Source: an optimization exercise on an open RTL-to-GDS flow (aim: small area). Production flows keep margins and buffers that such runs may drop. At most, simulation tests tie the RTL to the original design; equivalence was not proved. Power and IR drop assume default switching activity.

==> inputs of run A <==
// dctqtop
module dctqtop(
 clk,
 reset_n,
 start,
 di,
 din_valid,
 wa,
 be,
 hold,
 ready,
 dctq,
 dctq_valid,
 addr
 ) ;
 input clk ;
 input reset_n ;
 input start ;
 input din_valid ;
 input hold ;
 input [63:0] di ;
 input [2:0] wa ;
 input [7:0] be ;
 output ready ;
 output [8:0] dctq ;
 output dctq_valid ;
 output [5:0] addr ;
 wire rnw ;
 wire encnt2 ;
 wire [5:0] cnt1_reg ;
 wire [2:0] cnt2_reg ;
 wire [2:0] cnt3_reg ;
 wire [5:0] cnt4_reg ;
 wire [63:0] col ;
 wire [39:0] u1 ;
 wire [6:0] ms1 ;
 wire [10:0] din_next ;
 wire [10:0] qr0, qr1, qr2, qr3, qr4, qr5, qr6, qr7 ;
 wire [47:0] u2 ;
 wire [7:0] ms2 ;
 wire [11:0] dct_next ;
 wire [8:0] dctq_next ;
 reg [39:0] u1_reg ;           
 reg [6:0] ms1_reg ;           
 reg [2:0] k1_reg ;            
 reg [14*11-1:0] din_pipe ;    
 reg [2:0] cnt3_d1, cnt3_d2 ;  
 reg [47:0] u2_reg ;           
 reg [7:0] ms2_reg ;           
 reg [2:0] k2_reg ;            
 reg [12*12-1:0] dct_pipe ;    
 reg [9*9-1:0] dctq_pipe ;     
 dualram dualram1 ( .clk(clk), .rnw(rnw), .be(be), .ra(cnt1_reg[2:0]),
  .wa(wa), .di(di), .din_valid(din_valid), .dout(col) ) ;
 adder12s first_a ( .x(col), .k(cnt1_reg[5:3]), .u(u1), .msum(ms1) ) ;
 always @ (posedge clk)
 begin
  u1_reg <= u1 ;
  ms1_reg <= ms1 ;
  k1_reg <= cnt1_reg[5:3] ;
 end
 mult8ux8s first_b ( .u(u1_reg), .msum(ms1_reg), .k(k1_reg), .din(din_next) ) ;
 always @ (posedge clk)
  din_pipe <= {din_pipe[13*11-1:0], din_next} ;
  ...
clock: 8.0 ns
lec_check: 0
cap_margin: 20
core_margin: 2
core_utilization: 40
slew_margin: 20
run.sh (not shown) runs the stock make flow with config.mk's settings and CLKGATE_MAP_FILE= SYNTH_SCRIPT=/design/flow/synth_recipe.tcl, a recipe that flattens the netlist after the stock synthesis.
==> run C: changes against run A <==
CORE_UTILIZATION = 65   (was 40)
==> comparison <==
- Against run C, the via count of run A is smaller by about 1.1%.
- Routed wire length: run A is larger than run C (about 5.6%).
- Of run A and run C, run A has the higher maximum frequency (gap 1.2%, measured against run C).
- First-iteration DRC count: run C is larger than run A (9.9%).
- Area after synthesis is the same in run C and run A.
==> figures <==
metric                                                          run C        run A
Run status                                   timing/DRC/antenna clean  timing/DRC/antenna clean
Insertion delay to the later sink of the worst-skew pair      0.82 ns      0.86 ns
Critical path fanouts, max                                         23           25
Max rail drop VDD                                            0.221 mV     0.221 mV
1st-pass router iterations                                          9            6
Std-Cell Rows                                                     133          170
Die Span Y                                                     368 um       468 um
Hold Slack                                                   0.261 ns     0.308 ns
Post-route cell area                                      0.0947 mm^2  0.0963 mm^2
WL/cell                                                       27.2 um      25.4 um
Fraction of area in multi-input gates                           37.1%        36.5%
Max frequency                                                 129 MHz      131 MHz

---

==> harbor <==
Another version of the RTL of dctqtop (not shown whole).
Settings: LEC_CHECK=0, CAP_MARGIN=20, CORE_MARGIN=2, CORE_UTILIZATION=65, CTS_CLUSTER_DIAMETER=80, CTS_CLUSTER_SIZE=30, SLEW_MARGIN=20; clock period 8.0 ns.
==> onyx (differences from harbor) <==
--- a/flow/config.mk
+++ b/flow/config.mk
@@ -6,8 +6,9 @@
 export NUM_CORES = 4
 export LEC_CHECK = 0
 export CAP_MARGIN = 20
 export CORE_MARGIN = 2
 export CORE_UTILIZATION = 65
 export CTS_CLUSTER_DIAMETER = 80
 export CTS_CLUSTER_SIZE = 30
+export GPL_TIMING_DRIVEN = 0
 export SLEW_MARGIN = 20
==> yarrow (differences from harbor) <==
--- a/flow/design.v
+++ b/flow/design.v
@@ -1,71 +1,59 @@
 module ram_rc(
  clk,
  we,
  be,
+ ra,
  wa,
  di,
- q
+ dout
  ) ;
  input clk ;
  input we ;              
  input [7:0] be ;        
- input [2:0] wa ;        
+ input [2:0] ra, wa ;    
  input [63:0] di ;
- output [511:0] q ;      
+ output [63:0] dout ;    
  genvar r, b ;
  generate
   for (r = 0; r < 8; r = r + 1) begin : g_row
-   reg [63:0] row ;
+   reg [63:0] q ;
    for (b = 0; b < 8; b = b + 1) begin : g_byte
     always @ (posedge clk)
      if (we && (wa == r) && be[b])
-      row[8*b +: 8] <= di[8*b +: 8] ;
+      q[8*b +: 8] <= di[8*b +: 8] ;
    end
-   assign q[511-64*r -: 64] = row ;
+   assign dout[63-8*r -: 8] = q[63-8*ra -: 8] ;
   end
  endgenerate
 endmodule
 module dualram(
  clk,
  rnw,
  be,
- sel,
+ ra,
  wa,
  di,
  din_valid,
  dout
  ) ;
  input clk ;
  input rnw ;             
  input din_valid ;
  input [7:0] be ;
- input [15:0] sel ;
- input [2:0] wa ;
+ input [2:0] ra, wa ;
  input [63:0] di ;
- output [63:0] dout ;    
- wire [511:0] q1 ;
- wire [511:0] q2 ;
- ram_rc ram1 ( .clk(clk), .we(din_valid & rnw), .be(be), .wa(wa),
-  .di(di), .q(q1) ) ;
- ram_rc ram2 ( .clk(clk), .we(din_valid & ~rnw), .be(be), .wa(wa),
-  .di(di), .q(q2) ) ;
- genvar r, b, c ;
- generate
-  for (r = 0; r < 8; r = r + 1) begin : g_row
-   for (b = 0; b < 8; b = b + 1) begin : g_bit
-    wire [15:0] cand ;
-    for (c = 0; c < 8; c = c + 1) begin : g_col
-     assign cand[c] = q1[511-64*r-8*c-7+b] ;
-     assign cand[8+c] = q2[511-64*r-8*c-7+b] ;
-    end
-    assign dout[63-8*r-7+b] = |(cand & sel) ;
-   end
-  end
- endgenerate
+ output [63:0] dout ;
+ wire [63:0] do1 ;
+ wire [63:0] do2 ;
+ ram_rc ram1 ( .clk(clk), .we(din_valid & rnw), .be(be), .ra(ra), .wa(wa),
+  .di(di), .dout(do1) ) ;
+ ram_rc ram2 ( .clk(clk), .we(din_valid & ~rnw), .be(be), .ra(ra), .wa(wa),
+  .di(di), .dout(do2) ) ;
+ assign dout = rnw ? do2 : do1 ;
 endmodule
 module mult11sx8s(u, msum, k, dct) ;
  input [47:0] u ;
  input [2:0] msum ;
  input [2:0] k ;
  output [11:0] dct ;
  wire bn0_0 = 8'b00111111 >> k ;
@@ -2611,34 +2599,29 @@
  rnw, 
  dctq_valid, 
  encnt2, 
  cnt1_reg, 
 cnt2_reg, 
 cnt3_reg, 
  cnt4_reg, 
- addr, 
- rsel 
+ addr 
  ); 
  input clk ; 
 input reset_n ; 
 input start ; 
 input hold ; 
 output ready ; 
 output rnw ; 
 output dctq_valid ; 
 output encnt2 ; 
 output [5:0] cnt1_reg ; 
 output [2:0] cnt2_reg ; 
 output [2:0] cnt3_reg ; 
 output [5:0] cnt4_reg ; 
 output [5:0] addr ; 
-output [15:0] rsel ;  
-reg [15:0] rsel ; 
-wire [5:0] cnt1_n ; 
-wire rnw_n ; 
 reg ready ; 
 reg rnw ; 
 reg dctq_valid ; 
 reg dctq_valid_prev ; 
 reg start_reg1 ; 
 reg cnt_0 ; 
 reg [5:0] cnt1_reg ; 
@@ -2807,23 +2790,14 @@
  rnw <= !rnw ;  
  end 
  else if (swrnw2) 
  rnw <= !rnw ;  
  else 
  rnw <= rnw ; 
 end
-assign cnt1_n = (hold == 1'b0 && encnt1 == 1'b1) ? cnt1_next : cnt1_reg ;
-assign rnw_n = (hold == 1'b0 && (swrnw1 || swrnw2)) ? !rnw : rnw ;
-always @ (posedge clk or negedge reset_n) 
-begin 
- if (reset_n == 1'b0) 
- rsel <= 16'h0100 ; 
- else 
- rsel <= 16'h0001 << {rnw_n, cnt1_n[2:0]} ; 
-end 
 assign swon_ready = ((start_reg1 == 1'b1)&&(cnt1_reg ==6'd01)) ? 1'b1 : 1'b0 ; 
 always @ (posedge clk or negedge reset_n) 
 begin 
  if (reset_n == 1'b0) 
  ready <= 1'b1; 
  else if (hold == 1'b1) 
  ready <= ready ; 
@@ -2897,15 +2871,14 @@
  wire rnw ;
  wire encnt2 ;
  wire [5:0] cnt1_reg ;
  wire [2:0] cnt2_reg ;
  wire [2:0] cnt3_reg ;
  wire [5:0] cnt4_reg ;
  wire [63:0] col ;
- wire [15:0] rsel ;
  wire [39:0] u1 ;
  wire [2:0] ms1 ;
  wire [10:0] din_next ;
  wire [10:0] qr0, qr1, qr2, qr3, qr4, qr5, qr6, qr7 ;
  wire [47:0] u2 ;
  wire [2:0] ms2 ;
  wire [11:0] dct_next ;
@@ -2916,15 +2889,15 @@
  reg [14*11-1:0] din_pipe ;    
  reg [2:0] cnt3_d1, cnt3_d2 ;  
  reg [47:0] u2_reg ;           
  reg [2:0] ms2_reg ;           
  reg [2:0] k2_reg ;            
  reg [12*12-1:0] dct_pipe ;    
  reg [9*9-1:0] dctq_pipe ;     
- dualram dualram1 ( .clk(clk), .rnw(rnw), .be(be), .sel(rsel),
+ dualram dualram1 ( .clk(clk), .rnw(rnw), .be(be), .ra(cnt1_reg[2:0]),
   .wa(wa), .di(di), .din_valid(din_valid), .dout(col) ) ;
  adder12s first_a ( .x(col), .k(cnt1_reg[5:3]), .u(u1), .msum(ms1) ) ;
  always @ (posedge clk)
  begin
   u1_reg <= u1 ;
   ms1_reg <= ms1 ;
   k1_reg <= cnt1_reg[5:3] ;
@@ -2955,10 +2928,9 @@
  mult12sx8u quant ( .dct(dct_pipe[12*12-1 -: 12]), .a(cnt4_reg), .dctq(dctq_next) ) ;
  always @ (posedge clk)
   dctq_pipe <= {dctq_pipe[8*9-1:0], dctq_next} ;
  assign dctq = dctq_pipe[9*9-1 -: 9] ;
  dctq_controller dctq_control1 ( .clk(clk), .reset_n(reset_n), .start(start),
   .hold(hold), .ready(ready), .rnw(rnw), .dctq_valid(dctq_valid),
   .encnt2(encnt2), .cnt1_reg(cnt1_reg), .cnt2_reg(cnt2_reg),
-  .cnt3_reg(cnt3_reg), .cnt4_reg(cnt4_reg), .addr(addr),
-  .rsel(rsel) ) ;
+  .cnt3_reg(cnt3_reg), .cnt4_reg(cnt4_reg), .addr(addr) ) ;
 endmodule
==> run notes <==
yarrow finished with timing, DRC and antenna clean. harbor ran to the end with no violations. onyx finished but fails on negative setup slack. The lowest total power belongs to onyx, the highest to harbor. First-iteration DRC count, lowest first: yarrow, harbor, onyx. Of onyx and yarrow, onyx has the higher global-route usage (gap 7.3 points). In onyx the worst setup slack is worse than in harbor, by 300 ps. In synthesized cell count, yarrow and onyx hardly differ. Area after synthesis is the same in onyx and harbor. The lowest non-clock buffer count belongs to yarrow, the highest to onyx. Sequential power: onyx is higher than yarrow (about 0.8%). Against harbor, the routed wire length of onyx is larger by about 4.4%. The highest core utilization belongs to onyx, the lowest to yarrow. The lowest final cell count belongs to harbor, the highest to onyx.
The RTL of yarrow was laid out without a check of its function.

[port drivers added, routing unchanged]
How much do the figures lean on ideal ports? The routed layouts below were timed once more, with nothing changed but the port constraints.
Step 1: set_driving_cell puts a clkbuf_16 on clk and a buf_2 on each other input, an assumption about the parent block.
Step 2 also shifts input and output timing later by t, the mid clock arrival at the registers, as if the neighbouring blocks saw the same clock.
a / b / c = no drivers / after step 1 / after step 2; a / b = the first two.
run | shift t [ns] | setup WS [ns] | hold slack, ns | worst setup path at the end
run A | 0.915 | 0.348 / 0.348 / 0.348 | 0.308 / 0.308 / 0.308 | register to register
run C | 0.859 | 0.254 / 0.254 / 0.254 | 0.261 / 0.261 / 0.261 | register to register
harbor | 0.798 | 0.168 / 0.168 / 0.168 | 0.312 / 0.312 / 0.312 | register to register
onyx | 0.829 | -0.130 / -0.130 / -0.130 | 0.308 / 0.308 / 0.308 | register to register
yarrow | 0.780 | 0.339 / 0.339 / 0.339 | 0.301 / 0.301 / 0.301 | register to register
